This is an optimization exercise on Yosys and OpenROAD, whose aim is small area and a short achievable clock period, not a production implementation. At most, simulation tests tie the RTL to the original design; equivalence was not proved.

Design IEEE754_Mult, start of the top module:
module IEEE754_Mult
(
	input clock,
	input resetn,
	input [31:0] a,
	input [31:0] b,
	output [31:0] y
);
==> flow/config.mk <==
export PLATFORM = sky130hd
export DESIGN_NAME = IEEE754_Mult
export DESIGN_NICKNAME = IEEE754_Mult
export VERILOG_FILES = /design/flow/design.v
export SDC_FILE = /design/flow/constraint.sdc
export NUM_CORES = 4
export LEC_CHECK = 0
export CAP_MARGIN = 20
export CORE_MARGIN = 2
export CORE_UTILIZATION = 40
export CTS_BUF_LIST = sky130_fd_sc_hd__clkbuf_4 sky130_fd_sc_hd__clkbuf_8
export SETUP_SLACK_MARGIN = 5
export SLEW_MARGIN = 20
export SYNTH_HIERARCHICAL = 1
==> flow/constraint.sdc <==
create_clock -name core_clock -period 11.0 [get_ports {clock}]
set_input_delay 2.2000 -clock core_clock [delete_from_list [all_inputs] [get_ports {clock}]]
set_output_delay 2.2000 -clock core_clock [all_outputs]
set_load 0.01 [all_outputs]
standard.sh (not shown) runs the stock make flow with config.mk's settings and CLKGATE_MAP_FILE= SYNTH_SCRIPT=/design/flow/synth_recipe.tcl, a recipe that flattens the netlist after the stock synthesis.
==> flow/flow/run.sh <==
#!/bin/bash
set -euo pipefail
bash standard.sh SETUP_SLACK_MARGIN=7 TNS_END_PERCENT=1 "BUFFER_PORTS_ARGS=-buffer_cell sky130_fd_sc_hd__buf_2" finish > standard.log 2>&1
Change:
Settings changed: SLEW_MARGIN 20 to 75.
Outcome: The new run finished with timing, DRC and antenna clean. First-iteration DRC count rises by 2.0%. Area after synthesis is unchanged. Routed wire length rises by 1.4%. Non-clock buffer count rises by 39. Clock-buffer cell count rises by 1.
No run of this note included a check of the RTL's function; only the layout flow was run.

* * *

run A:
Another version of the RTL of IEEE754_Mult (not shown whole).
For scale: ~1600 cells after synthesis, ~110 flip-flops.
clock: 11.0 ns
lec_check: 0
cap_margin: 20
core_margin: 2
core_utilization: 40
setup_slack_margin: 5
slew_margin: 20
synth_hierarchical: 1
==> flow/flow/run.sh <==
#!/bin/bash
set -euo pipefail
bash standard.sh SETUP_SLACK_MARGIN=6.5 TNS_END_PERCENT=1 finish > standard.log 2>&1
Run A went all the way through the flow, and no timing, DRC or antenna check failed.
The inputs of run B differ from those of run A as listed below.
==> flow/flow/run.sh <==
#!/bin/bash
set -euo pipefail
bash standard.sh SETUP_SLACK_MARGIN=7 finish > standard.log 2>&1
## What came out
The sum of routed wire segments on met1 number comes out lower for run A vs run B. Non-clock buffer count up 94 in run B wrt run A. Run B reports a lower fraction of area in clock buffers and inverters than run A does. Of run B and run A, it is run B that has the lower antenna cell count. From run A to run B the numbers moved as follows: setup slack saw an increase. Re global-route wire length before repair: run B is 11% up on run A. Diff run A -> run B: multi-input logic portion of the cell area went down; end-of-flow core utilization climbed 8.0 points; wire length rose by 8200 µm.
For run C, these inputs were changed with respect to run B:
==> flow/flow/run.sh <==
#!/bin/bash
set -euo pipefail
bash standard.sh SETUP_SLACK_MARGIN=7 TNS_END_PERCENT=0 finish > standard.log 2>&1
Results
Run C completed end to end with timing, DRC and antenna clean.
Taking run B as the reference, in run C post-synthesis instance total held; non-clock buffer count went down about 37%.
In run C relative to run B, final cell count had gone down by a few percent.
Run C and run B ended up with roughly the same count of cells along the worst register-to-register path.
Run C vs. run B: met2 usage in global routing -5.5 points; final instance area -15%.
From run B to run C, sequential cell count did not move at all.
Run B and run C ended up with nearly the same number of buffers and inverters on the critical path.
Fmax | run C vs run B | run C slower
No functional check of the RTL was part of any run of this note.

* * *

IEEE754_Mult, a different RTL version from the one above (not shown whole).
Size in the first run: roughly 1600 cells after synthesis, ~110 flip-flops, roughly 98 I/O pins, roughly 0.016 mm² of cells after synthesis.
Design IEEE754_Mult, start of the top module:
module IEEE754_Mult
(
	input clock,
	input resetn,
	input [31:0] a,
	input [31:0] b,
	output [31:0] y
);
==> flow/config.mk <==
export PLATFORM = sky130hd
export DESIGN_NAME = IEEE754_Mult
export DESIGN_NICKNAME = IEEE754_Mult
export VERILOG_FILES = /design/flow/design.v
export SDC_FILE = /design/flow/constraint.sdc
export NUM_CORES = 4
export LEC_CHECK = 0
export CAP_MARGIN = 20
export CORE_MARGIN = 2
export CORE_UTILIZATION = 40
export CTS_BUF_LIST = sky130_fd_sc_hd__clkbuf_4 sky130_fd_sc_hd__clkbuf_8
export SETUP_SLACK_MARGIN = 5
export SLEW_MARGIN = 20
export SYNTH_HIERARCHICAL = 1
==> flow/constraint.sdc <==
create_clock -name core_clock -period 11.0 [get_ports {clock}]
set_input_delay 2.2000 -clock core_clock [delete_from_list [all_inputs] [get_ports {clock}]]
set_output_delay 2.2000 -clock core_clock [all_outputs]
set_load 0.01 [all_outputs]
==> flow/flow/run.sh <==
#!/bin/bash
set -euo pipefail
bash standard.sh SETUP_SLACK_MARGIN=7 TNS_END_PERCENT=1 finish > standard.log 2>&1
Rerun with:
CTS_BUF_LIST = not set   (was sky130_fd_sc_hd__clkbuf_4 sky130_fd_sc_hd__clkbuf_8)
Effect: The new run ran to the end with no violations; cell area rose by 3.1%; wire length grows by 2.4%; die area stays the same.
Function was not checked in any run of this note: the RTL went through the layout flow alone.

* * *

RTL: one of the versions met above, not the one the previous note started from.
Size: ~1,600 cells after synthesis, ~98 I/O pins, about 16,000 sq um of cells after synthesis.
export LEC_CHECK = 0
export CAP_MARGIN = 20
export CORE_MARGIN = 2
export CORE_UTILIZATION = 40
export SETUP_SLACK_MARGIN = 5
export SLEW_MARGIN = 20
export SYNTH_HIERARCHICAL = 1
create_clock -name core_clock -period 11.0 [get_ports {clock}]
==> flow/flow/run.sh <==
#!/bin/bash
set -euo pipefail
bash standard.sh SETUP_SLACK_MARGIN=6 TNS_END_PERCENT=5 finish > standard.log 2>&1
The first run went through all stages and came out clean.
Next try:
==> flow/run.sh (new file) <==
#!/bin/bash
# synth_recipe.tcl (not shown) runs the flow's synth.tcl, then flattens the netlist and writes it again
# the make line also repeats each setting of config.mk as NAME=value (left out here)
make -C /OpenROAD-flow-scripts/flow DESIGN_CONFIG=/design/flow/config.mk WORK_HOME=/design/flow/orfs CLKGATE_MAP_FILE= SYNTH_SCRIPT=/design/flow/synth_recipe.tcl finish
removed: flow/flow/run.sh
removed: flow/standard.sh
Synthesized cell count stays the same.
Cell area came out lower by 0.86%.
Synthesized area stays the same.
Core utilization came out lower by 0.39 points.
Function was not checked in any run of this note: the RTL went through the layout flow alone.

* * *

== north ==
IEEE754_Mult, a different RTL version from the one above (not shown whole).
Size in the first run: roughly 1600 cells after synthesis, roughly 98 I/O pins, about 16000 sq um of cells after synthesis.
export LEC_CHECK = 0
export CAP_MARGIN = 20
export CORE_MARGIN = 2
export CORE_UTILIZATION = 55
export CTS_BUF_LIST = sky130_fd_sc_hd__clkbuf_8 sky130_fd_sc_hd__clkbuf_16
export PLACE_DENSITY = 0.7
export SETUP_SLACK_MARGIN = 5
export SLEW_MARGIN = 20
export SYNTH_HIERARCHICAL = 1
create_clock -name core_clock -period 11.0 [get_ports {clock}]
==> flow/flow/run.sh <==
#!/bin/bash
set -euo pipefail
bash standard.sh SETUP_SLACK_MARGIN=7 TNS_END_PERCENT=1 "BUFFER_PORTS_ARGS=-buffer_cell sky130_fd_sc_hd__buf_2"  finish > standard.log 2>&1
north completed every stage of the flow, and the final layout passed the timing, DRC and antenna checks.
## Diff of input files: south against north
==> flow/flow/run.sh <==
#!/bin/bash
set -euo pipefail
bash standard.sh SETUP_SLACK_MARGIN=6.6 TNS_END_PERCENT=2 "BUFFER_PORTS_ARGS=-buffer_cell sky130_fd_sc_hd__buf_2"  finish > standard.log 2>&1
==> notes.md <==
south: flow completed, timing, DRC and antenna clean. In south relative to north, area used by multi-input combinational logic had gone down slightly. Summary: pre-CTS setup slack, south worse than north. Per the comparison of south with north, number of vias per cell decreased 0.12; global-route usage saw an increase. Comparing north and south, worst hold slack is higher on north. Cell area of south is on par with north. On routed wire length: between north and south, it ends up higher for north. north and south ended up with roughly the same relative area change from synthesis to final layout.
Relative to south, the following input files were edited for east:
==> flow/flow/run.sh <==
#!/bin/bash
set -euo pipefail
bash standard.sh SETUP_SLACK_MARGIN=7 TNS_END_PERCENT=1 "BUFFER_PORTS_ARGS=-buffer_cell sky130_fd_sc_hd__buf_2"  finish > standard.log 2>&1
-- flow/config.mk --
<<< south, line 10
export CORE_UTILIZATION = 55
>>> east, line 10
export CORE_UTILIZATION = 40
<<< south, line 12
export PLACE_DENSITY = 0.7
>>> east, line 12
Findings:
Going from south to east, last weighted congestion value of the routability-driven placer up 2.9%, final instance area up 470 sq um, minimum clock period after layout down 0.14 ns.
Going from south to east, cts-stage hold buffer count closely matched the old numbers, floorplan die height grew by about 17%.
Compared with south, east shows a sequential fraction of total cell area that is 0.30 points lower.
Against south, east reports a wire length that is higher.
The inputs of west differ from those of east as listed below.
==> flow/flow/run.sh <==
#!/bin/bash
set -euo pipefail
bash standard.sh SETUP_SLACK_MARGIN=6.6 TNS_END_PERCENT=2 "BUFFER_PORTS_ARGS=-buffer_cell sky130_fd_sc_hd__buf_2"  finish > standard.log 2>&1
Going from east to west, final instance area decreased about 1.3%, pre-CTS setup slack now sits higher, flip-flop and latch share of the layout cell area stayed essentially flat. Relative to east, west degrades global-route wire length before repair. Layout-stage area growth over the synthesis result: west lower than east. west -> east: multi-input combinational cell count delta 0, exact match. Total global routing track utilization in west is 0.58 points higher than in east. Between west and east, the worst setup slack after layout is lower for east. When the final numbers for west and east were put side by side, the number of buffers other than clock buffers in the final layout turned out to be smaller in east.

* * *

Setup of v16:
IEEE754_Mult, a different RTL version from the one above (not shown whole).
Size: ~1600 cells after synthesis, roughly 98 I/O pins, roughly 16000 sq um of cells after synthesis.
// IEEE754_Mult
module IEEE754_Mult
(
	input clock,
	input resetn,
	input [31:0] a,
	input [31:0] b,
	output [31:0] y
);
	reg        z1, s1;
	reg [7:0]  e1;
	reg [22:0] ma;
	reg [11:0] one, two;
	reg [10:0] bo;
	always @(posedge clock) begin
		z1 <= !resetn || a == 32'h00000000 || b == 32'h00000000;
		s1 <= a[31] ^ b[31];
		e1 <= (a[30:23] + b[30:23] + 8'd1) ^ 8'h80;
		ma <= a[22:0];
		bo <= {b[21], b[19], b[17], b[15], b[13], b[11], b[9], b[7], b[5], b[3], b[1]};
		one[0] <= b[0] ^ 1'b0;
		two[0] <= (b[1] & ~b[0] & ~1'b0) | (~b[1] & b[0] & 1'b0);
		one[1] <= b[2] ^ b[1];
		two[1] <= (b[3] & ~b[2] & ~b[1]) | (~b[3] & b[2] & b[1]);
		one[2] <= b[4] ^ b[3];
		two[2] <= (b[5] & ~b[4] & ~b[3]) | (~b[5] & b[4] & b[3]);
		one[3] <= b[6] ^ b[5];
		two[3] <= (b[7] & ~b[6] & ~b[5]) | (~b[7] & b[6] & b[5]);
		one[4] <= b[8] ^ b[7];
		two[4] <= (b[9] & ~b[8] & ~b[7]) | (~b[9] & b[8] & b[7]);
		one[5] <= b[10] ^ b[9];
		two[5] <= (b[11] & ~b[10] & ~b[9]) | (~b[11] & b[10] & b[9]);
  ...
clock: 11.0 ns
lec_check: 0
cap_margin: 20
core_margin: 2
core_utilization: 40
cts_buf_list: sky130_fd_sc_hd__clkbuf_8 sky130_fd_sc_hd__clkbuf_16
setup_slack_margin: 5
slew_margin: 20
synth_hierarchical: 1
==> flow/flow/run.sh <==
#!/bin/bash
set -euo pipefail
bash standard.sh SETUP_SLACK_MARGIN=7 TNS_END_PERCENT=5 "BUFFER_PORTS_ARGS=-buffer_cell sky130_fd_sc_hd__buf_2"  finish > standard.log 2>&1
> inputs changed (v16 -> v32)
# v16
export LEC_CHECK = 0
export CAP_MARGIN = 20
export CORE_MARGIN = 2
export CORE_UTILIZATION = 40
export CTS_BUF_LIST = sky130_fd_sc_hd__clkbuf_8 sky130_fd_sc_hd__clkbuf_16
export SETUP_SLACK_MARGIN = 5
export SLEW_MARGIN = 20
export SYNTH_HIERARCHICAL = 1
create_clock -name core_clock -period 11.0 [get_ports {clock}]
# v32
export LEC_CHECK = 0
export CAP_MARGIN = 20
export CORE_MARGIN = 2
export CORE_UTILIZATION = 40
export SETUP_SLACK_MARGIN = 5
export SLEW_MARGIN = 20
export SYNTH_HIERARCHICAL = 1
create_clock -name core_clock -period 11.0 [get_ports {clock}]
==> flow/flow/run.sh <==
#!/bin/bash
set -euo pipefail
bash standard.sh SETUP_SLACK_MARGIN=7 TNS_END_PERCENT=1 "BUFFER_PORTS_ARGS=-buffer_cell sky130_fd_sc_hd__buf_2"  finish > standard.log 2>&1
v16 → v32: number of buffers outside the clock class in the layout down 6, area overhead of the layout relative to synthesis moved down.
Changes in v17 relative to v32:
# v32
export LEC_CHECK = 0
export CAP_MARGIN = 20
export CORE_MARGIN = 2
export CORE_UTILIZATION = 40
export SETUP_SLACK_MARGIN = 5
export SLEW_MARGIN = 20
export SYNTH_HIERARCHICAL = 1
create_clock -name core_clock -period 11.0 [get_ports {clock}]
# v17
export LEC_CHECK = 0
export CAP_MARGIN = 20
export CORE_MARGIN = 2
export CORE_UTILIZATION = 40
export CTS_BUF_LIST = sky130_fd_sc_hd__clkbuf_8 sky130_fd_sc_hd__clkbuf_16
export SETUP_SLACK_MARGIN = 5
export SLEW_MARGIN = 20
export SYNTH_HIERARCHICAL = 1
create_clock -name core_clock -period 11.0 [get_ports {clock}]
==> flow/flow/run.sh <==
#!/bin/bash
set -euo pipefail
bash standard.sh SETUP_SLACK_MARGIN=7 TNS_END_PERCENT=1 REMOVE_ABC_BUFFERS=1 "BUFFER_PORTS_ARGS=-buffer_cell sky130_fd_sc_hd__buf_2"  finish > standard.log 2>&1
Findings:
The via count of the first global-routing pass number comes out lower for v32 vs v17. Side by side, total of clock buffers placed in the layout turned out lower in v17 than in v32. Compared to v32, v17 has wire length 0.63% higher.
## Diff of input files: v33 against v17
==> flow/flow/run.sh <==
#!/bin/bash
set -euo pipefail
bash standard.sh SETUP_SLACK_MARGIN=7 TNS_END_PERCENT=1 "BUFFER_PORTS_ARGS=-buffer_cell sky130_fd_sc_hd__buf_2"  finish > standard.log 2>&1
Notes after the runs:
v33: wire length per cell after detailed routing higher than v17. ~same final area in v33 and v17. Relative to v17, final worst-path cycle share decreased by 1.1 points in v33.

[static timing again, ports no longer ideal]
The flow's constraints put no driver on any port. The routed layouts listed below were extracted and timed again, unchanged, in two steps. Step 1 (the two cells are an assumption about what drives the block):
set clk [get_ports {clock}]
set_driving_cell -lib_cell sky130_fd_sc_hd__clkbuf_16 $clk
set_driving_cell -lib_cell sky130_fd_sc_hd__buf_2 [delete_from_list [all_inputs] $clk]
Step 2 adds t to the input delays and takes it off the output delays; t is the mean of the earliest and latest rising clock arrival at the registers after step 1. Input paths then give back, and output paths get back, about the clock's delay inside the block. Slacks: ideal / step 1 / step 2; pairs: ideal / step 1.
run | shift t [ns] | setup slack, ns | worst hold slack (ns) | clock arrival spread, ns | pins driven straight from the clock port
the first run of note 1 | 0.534 | 6.172 / 6.134 / 6.172 | 0.334 / 0.334 / 0.334 | 0.029 / 0.029 | 1
the second run of note 1 | 0.527 | 6.214 / 6.166 / 6.126 | 0.332 / 0.332 / 0.332 | 0.026 / 0.026 | 1
run A | 0.422 | 5.928 / 5.875 / 6.051 | 0.332 / 0.332 / 0.332 | 0.018 / 0.017 | 1
run B | 0.421 | 5.945 / 5.894 / 6.316 | 0.334 / 0.334 / 0.334 | 0.013 / 0.013 | 1
run C | 0.422 | 5.928 / 5.875 / 6.051 | 0.332 / 0.332 / 0.332 | 0.018 / 0.017 | 1
the first run of note 3 | 0.477 | 6.431 / 6.389 / 6.336 | 0.328 / 0.328 / 0.328 | 0.022 / 0.022 | 1
the second run of note 3 | 0.465 | 6.492 / 6.444 / 6.341 | 0.325 / 0.325 / 0.325 | 0.011 / 0.011 | 1
the first run of note 4 | 0.413 | 5.754 / 5.702 / 5.768 | 0.324 / 0.324 / 0.324 | 0.026 / 0.025 | 1
the second run of note 4 | 0.413 | 5.257 / 5.206 / 5.608 | 0.327 / 0.327 / 0.327 | 0.025 / 0.025 | 1
north | 0.405 | 6.419 / 6.373 / 6.430 | 0.334 / 0.334 / 0.334 | 0.017 / 0.017 | 1
south | 0.409 | 6.296 / 6.250 / 6.400 | 0.327 / 0.327 / 0.327 | 0.010 / 0.010 | 1
east | 0.406 | 6.433 / 6.387 / 6.509 | 0.329 / 0.329 / 0.329 | 0.014 / 0.014 | 1
west | 0.412 | 6.437 / 6.394 / 6.475 | 0.318 / 0.318 / 0.318 | 0.019 / 0.019 | 1
v16 | 0.405 | 6.266 / 6.221 / 6.399 | 0.330 / 0.330 / 0.330 | 0.013 / 0.013 | 1
v32 | 0.413 | 6.378 / 6.331 / 6.419 | 0.330 / 0.330 / 0.330 | 0.027 / 0.027 | 1
v17 | 0.414 | 6.258 / 6.213 / 6.411 | 0.328 / 0.328 / 0.328 | 0.027 / 0.027 | 1
v33 | 0.413 | 6.378 / 6.331 / 6.419 | 0.330 / 0.330 / 0.330 | 0.027 / 0.027 | 1
After both steps setup and hold are still met in every run listed. The setup slack of the second run of note 3, which loses most, moves by -0.048 ns with the drivers and by -0.151 ns with both steps.
